Context: an optimization exercise on an open-source flow, tuned for small area and a short achievable clock period. The choices shown serve that exercise and are no tape-out recipe.

Setup of lane 2:
==> flow/design.v <==
package core_package;
typedef enum logic [3:0] {
    fetch, 
    decode,  
    execute,
    memory,
    WB,
    stall,
    flush
} state;
typedef enum logic [6:0] {
        OPCODE_LOAD     = 7'b00000_11,
        OPCODE_MISC_MEM = 7'b00011_11, 
        OPCODE_OP_IMM   = 7'b00100_11,  
        OPCODE_AUIPC    = 7'b00101_11, 
        OPCODE_STORE    = 7'b01000_11, 
        OPCODE_OP       = 7'b01100_11, 
        OPCODE_LUI      = 7'b01101_11, 
        OPCODE_BRANCH   = 7'b11000_11, 
        OPCODE_JALR     = 7'b11001_11, 
        OPCODE_JAL      = 7'b11011_11, 
        OPCODE_SYSTEM   = 7'b11100_11
    } opcode_e;
typedef enum {
        INSTR_TYPE_R,
        INSTR_TYPE_I,
        INSTR_TYPE_S,
        INSTR_TYPE_B,
        INSTR_TYPE_U,
        INSTR_TYPE_J,
        INSTR_TYPE_SYSTEM,
        INSTR_TYPE_UNKNOWN
} instr_type_e;
typedef enum {
        ALU_ADD,
        ALU_SUB,
        ALU_XOR,
        ALU_OR,
        ALU_AND,
        ALU_SLL,
        ALU_SLT,
        ALU_SLTU,
        ALU_SRA,
        ALU_SRL,
        ALU_JALR,
        ALU_EQ,
        ALU_NE,
        ALU_LT,
        ALU_LTU,
        ALU_GE,
        ALU_GEU
    } alu_op_e;
typedef enum logic[2:0] {
    LB  = 3'b000,
    LH  = 3'b001,
    LW  = 3'b010,
    LBU = 3'b100,
    LHU = 3'b101
} load_funct3_e;
typedef enum logic[2:0] {
    FENCE = 3'b000,
    FENCE_I = 3'b001
} misc_mem_funct3_e;
typedef enum logic[2:0] {
    ADDI = 3'b000,
    SLTI = 3'b010,
    SLTIU = 3'b011,
    XORI = 3'b100,
    ORI = 3'b110,
    ANDI = 3'b111,
    SLLI = 3'b001,
    SR_LA_I = 3'b101
} op_imm_funct3_e;
typedef enum logic[2:0] {
    SB = 3'b000,
    SH = 3'b001,
    SW = 3'b010
} store_funct3_e;
typedef enum logic[2:0] {
    ADD_SUB = 3'b000,
    SLL = 3'b001,
    SLT = 3'b010,
    SLTU = 3'b011,
    XOR = 3'b100,
    SR_LA = 3'b101,
    OR = 3'b110,
    AND = 3'b111
} op_funct3_e;
typedef enum logic[2:0] {
    BEQ = 3'b000,
    BNE = 3'b001,
    BLT = 3'b100,
    BGE = 3'b101,
    BLTU = 3'b110,
    BGEU = 3'b111
} branch_funct3_e;
typedef enum logic[2:0] {
    ECALL_EBREAK = 3'b000,
    CSRRW = 3'b001,
    CSRRS = 3'b010,
    CSRRC = 3'b011,
    CSRRWI = 3'b101,
    CSRRSI = 3'b110,
    CSRRCI = 3'b111
} system_funct3_e;
typedef enum logic [2:0] {
    MUL = 3'b000,
    MULH = 3'b001,
    MULHSU = 3'b010,
    MULHU = 3'b011,
    DIV = 3'b100,
    DIVU = 3'b101,
    REM = 3'b110,
    REMU = 3'b111
} md_funct3_e;
typedef enum logic [1:0]{
    u_mode = 2'b00,
    s_mode = 2'b01,
    h_mode = 2'b10,
    m_mode = 2'b11
} machine_mode_e;
typedef enum logic [11:0] {
    cycle = 12'hC00,
    utime = 12'hC01,
    instret = 12'hC02,
    cycleh = 12'hC80,
    timeh = 12'hC81,
    instreth = 12'hC82,
    sstatus = 12'h100,
    sie = 12'h104,
    stvec = 12'h105,
    scounteren = 12'h106,
    senvcfg = 12'h10A,
    sscratch = 12'h140,
    sepc = 12'h141,
    scause = 12'h142,
    stval = 12'h143,
    sip = 12'h144,
    satp = 12'h180,
    scontext = 12'h5A8,
    mvenderid = 12'hF11,
    marchid = 12'hF12,
    mimpid = 12'hF13,
    mhartid = 12'hF14,
    mconfigptr = 12'hF15,
    mstatus = 12'h300,
    misa = 12'h301,
    medeleg = 12'h302,
    mideleg = 12'h303,
    mie = 12'h304,
    mtvec = 12'h305,
    mcounteren = 12'h306,
    mstatush = 12'h310,
    mscratch = 12'h340,
    mepc = 12'h341,
    mcause = 12'h342,
    mtval = 12'h343,
    mip = 12'h344,
    mtinst = 12'h34A,
    mtval2 = 12'h34B,
    menvcfg = 12'h30A,
    menvcfgh = 12'h31A,
    mseccfg = 12'h747,
    mseccfgh = 12'h757,
    pmpcfg_start = 12'h3A0,
    pmpaddr_start = 12'h3B0,
    mcycle = 12'hB00,
    minstret = 12'hB02,
    mcycleh = 12'hB80,
    minstreth = 12'hB81,
    mcountinhibit = 12'h120,
    tselect = 12'h7A0,
    tdata1 = 12'h7A1,
    tdata2 = 12'h7A2,
    tdata3 = 12'h7A3,
    mcontext = 12'h7A8,
    dcsr = 12'h7B0,
    dpc = 12'h7B1,
    dscratch = 12'h7B2,
    dscratch1 = 12'h7B3,
    SM_RET = 12'b000_00010,
    WFI  = 12'b000_00101
} csr_e;
typedef enum logic [1:0] { 
    off = 2'b00,
    nondirty_claen_someOn = 2'b01,
    nonDirty_someClean = 2'b10,
    come_dirty = 2'b11
} csr_mstatus_XS_e;
typedef enum { 
    SD=31,
    TSR=22,
    TW=21,
    TVM=20,
    MXR=19,      
    SUM=18,
    MPRV=17,     
    MPP1=12,     
    MPP0=11,
    SPP=8,       
    MPIE=7,      
    UBE=6,
    SPIE=5,      
    MIE=3,       
    SIE=1        
} mstatus_field_e;
typedef enum { 
    MBE=5,       
    SBE=4        
 } mstatush_field_e;
typedef enum { 
    MEIP = 11,   
    SEIP = 9,    
    MTIP = 7,    
    STIP = 5,    
    MSIP = 3,    
    SSIP = 1     
} mip_field_e;
typedef enum { 
    MEIE = 11,   
    SEIE = 9,    
    MTIE = 7,    
    STIE = 5,    
    MSIE = 3,    
    SSIE = 1     
} mie_field_e;
typedef enum logic [7:0]{
    s_s_interrupt = 1,
    m_s_interrupt = 3,
    s_t_interrupt = 5,
    m_t_interrupt = 7,
    s_e_interrupt = 9,
    m_e_interrupt = 11
} mcause_interrupt_e;
typedef enum logic [7:0] {
    instruction_address_missaligmened = 0,
    instruction_access_fault = 1,
    illegal_instruction = 2,
    breakpoint = 3,
    load_address_misaligned = 4,
    load_access_fault = 5,
    store_address_misaligned = 6,
    store_access_fault = 7,
    environment_call_from_u_mode = 8,
    environment_call_from_s_mode = 9,
    environment_call_from_m_mode = 11,
    instruction_page_fault = 12,
    load_page_fault = 13,
    store_page_fault = 15
} mcause_nonInterrupt_e;
typedef enum logic [1:0] {
    Direct = 0,
    Vectored = 1
} mtvec_mode_e;
typedef enum {
    CY=0,
    TM=1,
    IR=2,
    HPM3=3
} mcounteren_field_e;
typedef enum {
    A=0,
    I=8,
    S=18,
    U=20
} misa_e;
endpackage
import core_package::*;
module ALU_pre (
    input   logic [4:0]     op_i,
    input   logic [31:0]    a_i,
    input   logic [31:0]    b_i,
    output  logic [31:0]    p_o,
    output  logic [31:0]    g_o,
    output  logic [4:0]     sel_o
);
    logic is_add, is_sub, is_xor, is_or, is_and, is_sll, is_sra, is_srl;
    logic is_jalr, is_eq, is_ne, is_cmp, is_scmp, is_lt, is_shr, is_sh;
    always_comb begin
        is_add  = op_i == 5'd0;
        is_sub  = op_i == 5'd1;
        is_xor  = op_i == 5'd2;
        is_or   = op_i == 5'd3;
        is_and  = op_i == 5'd4;
        is_sll  = op_i == 5'd5;
        is_sra  = op_i == 5'd8;
        is_srl  = op_i == 5'd9;
        is_jalr = op_i == 5'd10;
        is_eq   = op_i == 5'd11;
        is_ne   = op_i == 5'd12;
        is_cmp  = (op_i == 5'd6) | (op_i == 5'd7) | (op_i == 5'd13) |
                  (op_i == 5'd14) | (op_i == 5'd15) | (op_i == 5'd16);
        is_scmp = (op_i == 5'd6) | (op_i == 5'd13) | (op_i == 5'd15);
        is_lt   = (op_i == 5'd6) | (op_i == 5'd7) | (op_i == 5'd13) | (op_i == 5'd14);
        is_shr  = is_sra | is_srl;
        is_sh   = is_shr | is_sll;
    end
    logic pos, neg;             
    assign pos = is_add | is_jalr;
    assign neg = is_sub | is_cmp;
    logic [31:0] axb, anb, aob, anbn, a_rev;
    assign axb  = a_i ^ b_i;
    assign anb  = a_i & b_i;
    assign aob  = a_i | b_i;
    assign anbn = a_i & ~b_i;
    always_comb for (int i = 0; i < 32; i++) a_rev[i] = a_i[31-i];
    logic big, eq;
    assign big = |b_i[31:5];
    assign eq  = a_i == b_i;
    always_comb begin
        p_o = ({32{pos | is_xor}} & axb) |
              ({32{neg}}          & ~axb) |
              ({32{is_or}}        & aob) |
              ({32{is_and}}       & anb) |
              ({32{is_shr}}       & a_i) |
              ({32{is_sll}}       & a_rev);
        g_o = ({32{pos}} & anb) |
              ({32{neg}} & anbn);
        if (is_scmp) g_o[31] = ~a_i[31] & b_i[31];
        if (is_jalr) p_o[0] = 1'b0;
        if (is_sub)  p_o[0] = axb[0];
        if (is_cmp)  p_o[0] = is_lt;
        if (is_eq)   p_o[0] = eq;
        if (is_ne)   p_o[0] = ~eq;
        if (neg)     g_o[0] = a_i[0] | ~b_i[0];
        if (is_sh)   g_o = {26'b0, is_sra, b_i[4:0]};
        sel_o = {is_sra & big & a_i[31], is_sll & ~big, is_shr & ~big, is_cmp,
                 ~(is_sh | is_cmp)};
    end
endmodule
module ALU (
    input   logic [31:0]    p_i,
    input   logic [31:0]    g_i,
    input   logic [4:0]     sel_i,
    output  logic [31:0]    result_o
);
    logic [31:0] gl [0:5];
    logic [31:0] pl [0:5];
    always_comb begin
        gl[0] = g_i;
        pl[0] = {p_i[31:1], 1'b0};
        for (int l = 0; l < 5; l++) begin
            for (int i = 0; i < 32; i++) begin
                if (i >= (1 << l)) begin
                    gl[l+1][i] = gl[l][i] | (pl[l][i] & gl[l][i - (1 << l)]);
                    pl[l+1][i] = pl[l][i] & pl[l][i - (1 << l)];
                end else begin
                    gl[l+1][i] = gl[l][i];
                    pl[l+1][i] = pl[l][i];
                end
            end
        end
    end
    logic [31:0] c;             
    logic        cout;
    assign c    = {gl[5][30:0], 1'b0};
    assign cout = gl[5][31];
    logic [31:0] sr, sr_rev;
    logic        fill;
    always_comb begin
        fill = g_i[5] & p_i[31];
        sr   = 32'($signed({fill, p_i}) >>> g_i[4:0]);
        for (int i = 0; i < 32; i++) sr_rev[i] = sr[31-i];
    end
    logic sel_ones, sel_sll, sel_shr, sel_cmp, sel_add;
    assign {sel_ones, sel_sll, sel_shr, sel_cmp, sel_add} = sel_i;
    logic [31:0] other, r0, r1;
    always_comb begin
        other = ({32{sel_shr}} & sr) | ({32{sel_sll}} & sr_rev) | {32{sel_ones}};
        r0 = other | ({32{sel_add}} & p_i);
        r1 = other | ({32{sel_add}} & ~p_i);
        r0[0] = other[0] | ((sel_add | sel_cmp) & p_i[0]);
        r1[0] = other[0] | (sel_add & p_i[0]) | (sel_cmp & ~p_i[0]);
        for (int i = 0; i < 32; i++) result_o[i] = ((i == 0) ? cout : c[i]) ? r1[i] : r0[i];
    end
endmodule
module alu_stage (
    input   logic           clk,
    input   logic [4:0]     op,
    input   logic [31:0]    a,
    input   logic [31:0]    b,
    output  logic [31:0]    y
);
    logic [31:0] p_d, g_d, p_q, g_q;
    logic [4:0]  sel_d, sel_q;
    logic [31:0] result;
    ALU_pre u_pre (
        .op_i  (op),
        .a_i   (a),
        .b_i   (b),
        .p_o   (p_d),
        .g_o   (g_d),
        .sel_o (sel_d)
    );
    always_ff @(posedge clk) begin
        p_q   <= p_d;
        g_q   <= g_d;
        sel_q <= sel_d;
        y     <= result;
    end
    ALU u_alu (
        .p_i      (p_q),
        .g_i      (g_q),
        .sel_i    (sel_q),
        .result_o (result)
    );
endmodule
Settings: LEC_CHECK=0, CAP_MARGIN=20, CORE_MARGIN=2, CORE_UTILIZATION=40, SETUP_SLACK_MARGIN=2.5, SLEW_MARGIN=20, TNS_END_PERCENT=100; clock period 5.0 ns.
run.sh (not shown) runs the stock make flow with config.mk's settings and CLKGATE_MAP_FILE= SYNTH_SCRIPT=/design/flow/synth_recipe.tcl, a recipe that flattens the netlist after the stock synthesis.
> inputs changed (lane 2 -> lane 4)
-- flow/design.v --
<<< lane 2, line 273
    output  logic [31:0]    p_o,
    output  logic [31:0]    g_o,
    output  logic [4:0]     sel_o
);
    logic is_add, is_sub, is_xor, is_or, is_and, is_sll, is_sra, is_srl;
    logic is_jalr, is_eq, is_ne, is_cmp, is_scmp, is_lt, is_shr, is_sh;
    always_comb begin
        is_add  = op_i == 5'd0;
>>> lane 4, line 273
    output  logic [31:0]    p_o,
    output  logic [31:0]    g_o,
    output  logic [3:0]     sel_o
);
    logic is_add, is_sub, is_xor, is_or, is_and, is_sll, is_sra, is_srl;
    logic is_jalr, is_eq, is_ne, is_cmp, is_scmp, is_lt, is_shr;
    always_comb begin
        is_add  = op_i == 5'd0;
<<< lane 2, line 294
        is_lt   = (op_i == 5'd6) | (op_i == 5'd7) | (op_i == 5'd13) | (op_i == 5'd14);
        is_shr  = is_sra | is_srl;
        is_sh   = is_shr | is_sll;
    end
    logic pos, neg;             
    assign pos = is_add | is_jalr;
    assign neg = is_sub | is_cmp;
    logic [31:0] axb, anb, aob, anbn, a_rev;
    assign axb  = a_i ^ b_i;
    assign anb  = a_i & b_i;
    assign aob  = a_i | b_i;
    assign anbn = a_i & ~b_i;
    always_comb for (int i = 0; i < 32; i++) a_rev[i] = a_i[31-i];
    logic big, eq;
    assign big = |b_i[31:5];
    assign eq  = a_i == b_i;
    always_comb begin
        p_o = ({32{pos | is_xor}} & axb) |
>>> lane 4, line 294
        is_lt   = (op_i == 5'd6) | (op_i == 5'd7) | (op_i == 5'd13) | (op_i == 5'd14);
        is_shr  = is_sra | is_srl;
    end
    logic pos, neg;             
    assign pos = is_add | is_jalr;
    assign neg = is_sub | is_cmp;
    logic [31:0] axb, anb, aob, anbn;
    assign axb  = a_i ^ b_i;
    assign anb  = a_i & b_i;
    assign aob  = a_i | b_i;
    assign anbn = a_i & ~b_i;
    logic        big, fill;
    logic [31:0] a_rev, sh_op;
    always_comb begin
        for (int i = 0; i < 32; i++) a_rev[i] = a_i[31-i];
        big   = |b_i[31:5];
        fill  = is_sra & a_i[31];
        sh_op = big ? {32{fill}} : (is_sll ? a_rev : a_i);
    end
    logic eq;
    assign eq = a_i == b_i;
    always_comb begin
        p_o = ({32{pos | is_xor}} & axb) |
<<< lane 2, line 313
              ({32{is_or}}        & aob) |
              ({32{is_and}}       & anb) |
              ({32{is_shr}}       & a_i) |
              ({32{is_sll}}       & a_rev);
        g_o = ({32{pos}} & anb) |
              ({32{neg}} & anbn);
>>> lane 4, line 318
              ({32{is_or}}        & aob) |
              ({32{is_and}}       & anb) |
              ({32{is_sll | is_shr}} & sh_op);
        g_o = ({32{pos}} & anb) |
              ({32{neg}} & anbn);
<<< lane 2, line 324
        if (is_ne)   p_o[0] = ~eq;
        if (neg)     g_o[0] = a_i[0] | ~b_i[0];
        if (is_sh)   g_o = {26'b0, is_sra, b_i[4:0]};
        sel_o = {is_sra & big & a_i[31], is_sll & ~big, is_shr & ~big, is_cmp,
                 ~(is_sh | is_cmp)};
    end
endmodule
>>> lane 4, line 328
        if (is_ne)   p_o[0] = ~eq;
        if (neg)     g_o[0] = a_i[0] | ~b_i[0];
        if (is_sll | is_shr) g_o = {26'b0, is_sra, big ? 5'b0 : b_i[4:0]};
        sel_o = {is_sll, is_shr, is_cmp, ~(is_sll | is_shr | is_cmp)};
    end
endmodule
<<< lane 2, line 332
    input   logic [31:0]    p_i,
    input   logic [31:0]    g_i,
    input   logic [4:0]     sel_i,
    output  logic [31:0]    result_o
);
>>> lane 4, line 335
    input   logic [31:0]    p_i,
    input   logic [31:0]    g_i,
    input   logic [3:0]     sel_i,
    output  logic [31:0]    result_o
);
<<< lane 2, line 352
        end
    end
    logic [31:0] c;             
    logic        cout;
    assign c    = {gl[5][30:0], 1'b0};
    assign cout = gl[5][31];
    logic [31:0] sr, sr_rev;
>>> lane 4, line 355
        end
    end
    logic [31:0] sum;
    logic        cout;
    assign sum  = p_i ^ {gl[5][30:0], 1'b0};
    assign cout = gl[5][31];
    logic [31:0] sr, sr_rev;
<<< lane 2, line 363
        for (int i = 0; i < 32; i++) sr_rev[i] = sr[31-i];
    end
    logic sel_ones, sel_sll, sel_shr, sel_cmp, sel_add;
    assign {sel_ones, sel_sll, sel_shr, sel_cmp, sel_add} = sel_i;
    logic [31:0] other, r0, r1;
    always_comb begin
        other = ({32{sel_shr}} & sr) | ({32{sel_sll}} & sr_rev) | {32{sel_ones}};
        r0 = other | ({32{sel_add}} & p_i);
        r1 = other | ({32{sel_add}} & ~p_i);
        r0[0] = other[0] | ((sel_add | sel_cmp) & p_i[0]);
        r1[0] = other[0] | (sel_add & p_i[0]) | (sel_cmp & ~p_i[0]);
        for (int i = 0; i < 32; i++) result_o[i] = ((i == 0) ? cout : c[i]) ? r1[i] : r0[i];
    end
endmodule
>>> lane 4, line 366
        for (int i = 0; i < 32; i++) sr_rev[i] = sr[31-i];
    end
    logic sel_sll, sel_shr, sel_cmp, sel_add;
    assign {sel_sll, sel_shr, sel_cmp, sel_add} = sel_i;
    always_comb begin
        result_o = ({32{sel_add}} & sum) |
                   ({32{sel_shr}} & sr) |
                   ({32{sel_sll}} & sr_rev);
        result_o[0] = result_o[0] | (sel_cmp & (p_i[0] ^ cout));
    end
endmodule
<<< lane 2, line 383
);
    logic [31:0] p_d, g_d, p_q, g_q;
    logic [4:0]  sel_d, sel_q;
    logic [31:0] result;
    ALU_pre u_pre (
>>> lane 4, line 383
);
    logic [31:0] p_d, g_d, p_q, g_q;
    logic [3:0]  sel_d, sel_q;
    logic [31:0] result;
    ALU_pre u_pre (
Results
On clock skew, lane 2 loses to lane 4. When the final numbers for lane 4 and lane 2 were put side by side, the top achievable clock speed turned out to be smaller in lane 4. Diff lane 4 and lane 2: share of the clock period used by the worst path lower in lane 2. On floorplan core area, lane 2 beats lane 4. Of lane 4 and lane 2, it is lane 4 that has the lower number of distinct standard cells referenced by the synthesized netlist. Diff lane 2 -> lane 4 | layout-stage area growth over the synthesis result | increase of 2.5 points.
No run of this note included a check of the RTL's function; only the layout flow was run.

## separate check: timing with driven ports
The results above use ideal ports. As a check the final layouts listed here were re-extracted and re-timed, cells and wires unchanged.
Step 1 sets driving cells, clkbuf_16 on the clock port and buf_2 on the other inputs (assumed; they add their load-dependent delay and slew).
Step 2 times the ports against the registers' clock, not the clock port: input delays grow and output delays shrink by t, the midpoint of the rising clock arrivals with the driver on.
a / b / c = ideal ports / drivers / drivers and shift; a / b = the first two.
run	t (ns)	setup slack, ns	hold WS [ns]	latest minus earliest clock arrival (ns)	slew at the worst register clock pin (ns)
lane 2	0.404	2.479 / 2.479 / 2.102	0.553 / 0.553 / 0.553	0.011 / 0.011	0.08 / 0.08
lane 4	0.408	2.466 / 2.476 / 2.086	0.544 / 0.544 / 0.544	0.007 / 0.007	0.08 / 0.08
After both steps setup and hold are still met in every run listed. The setup slack of lane 4, which loses most, moves by +0.010 ns with the drivers and by -0.380 ns with both steps.
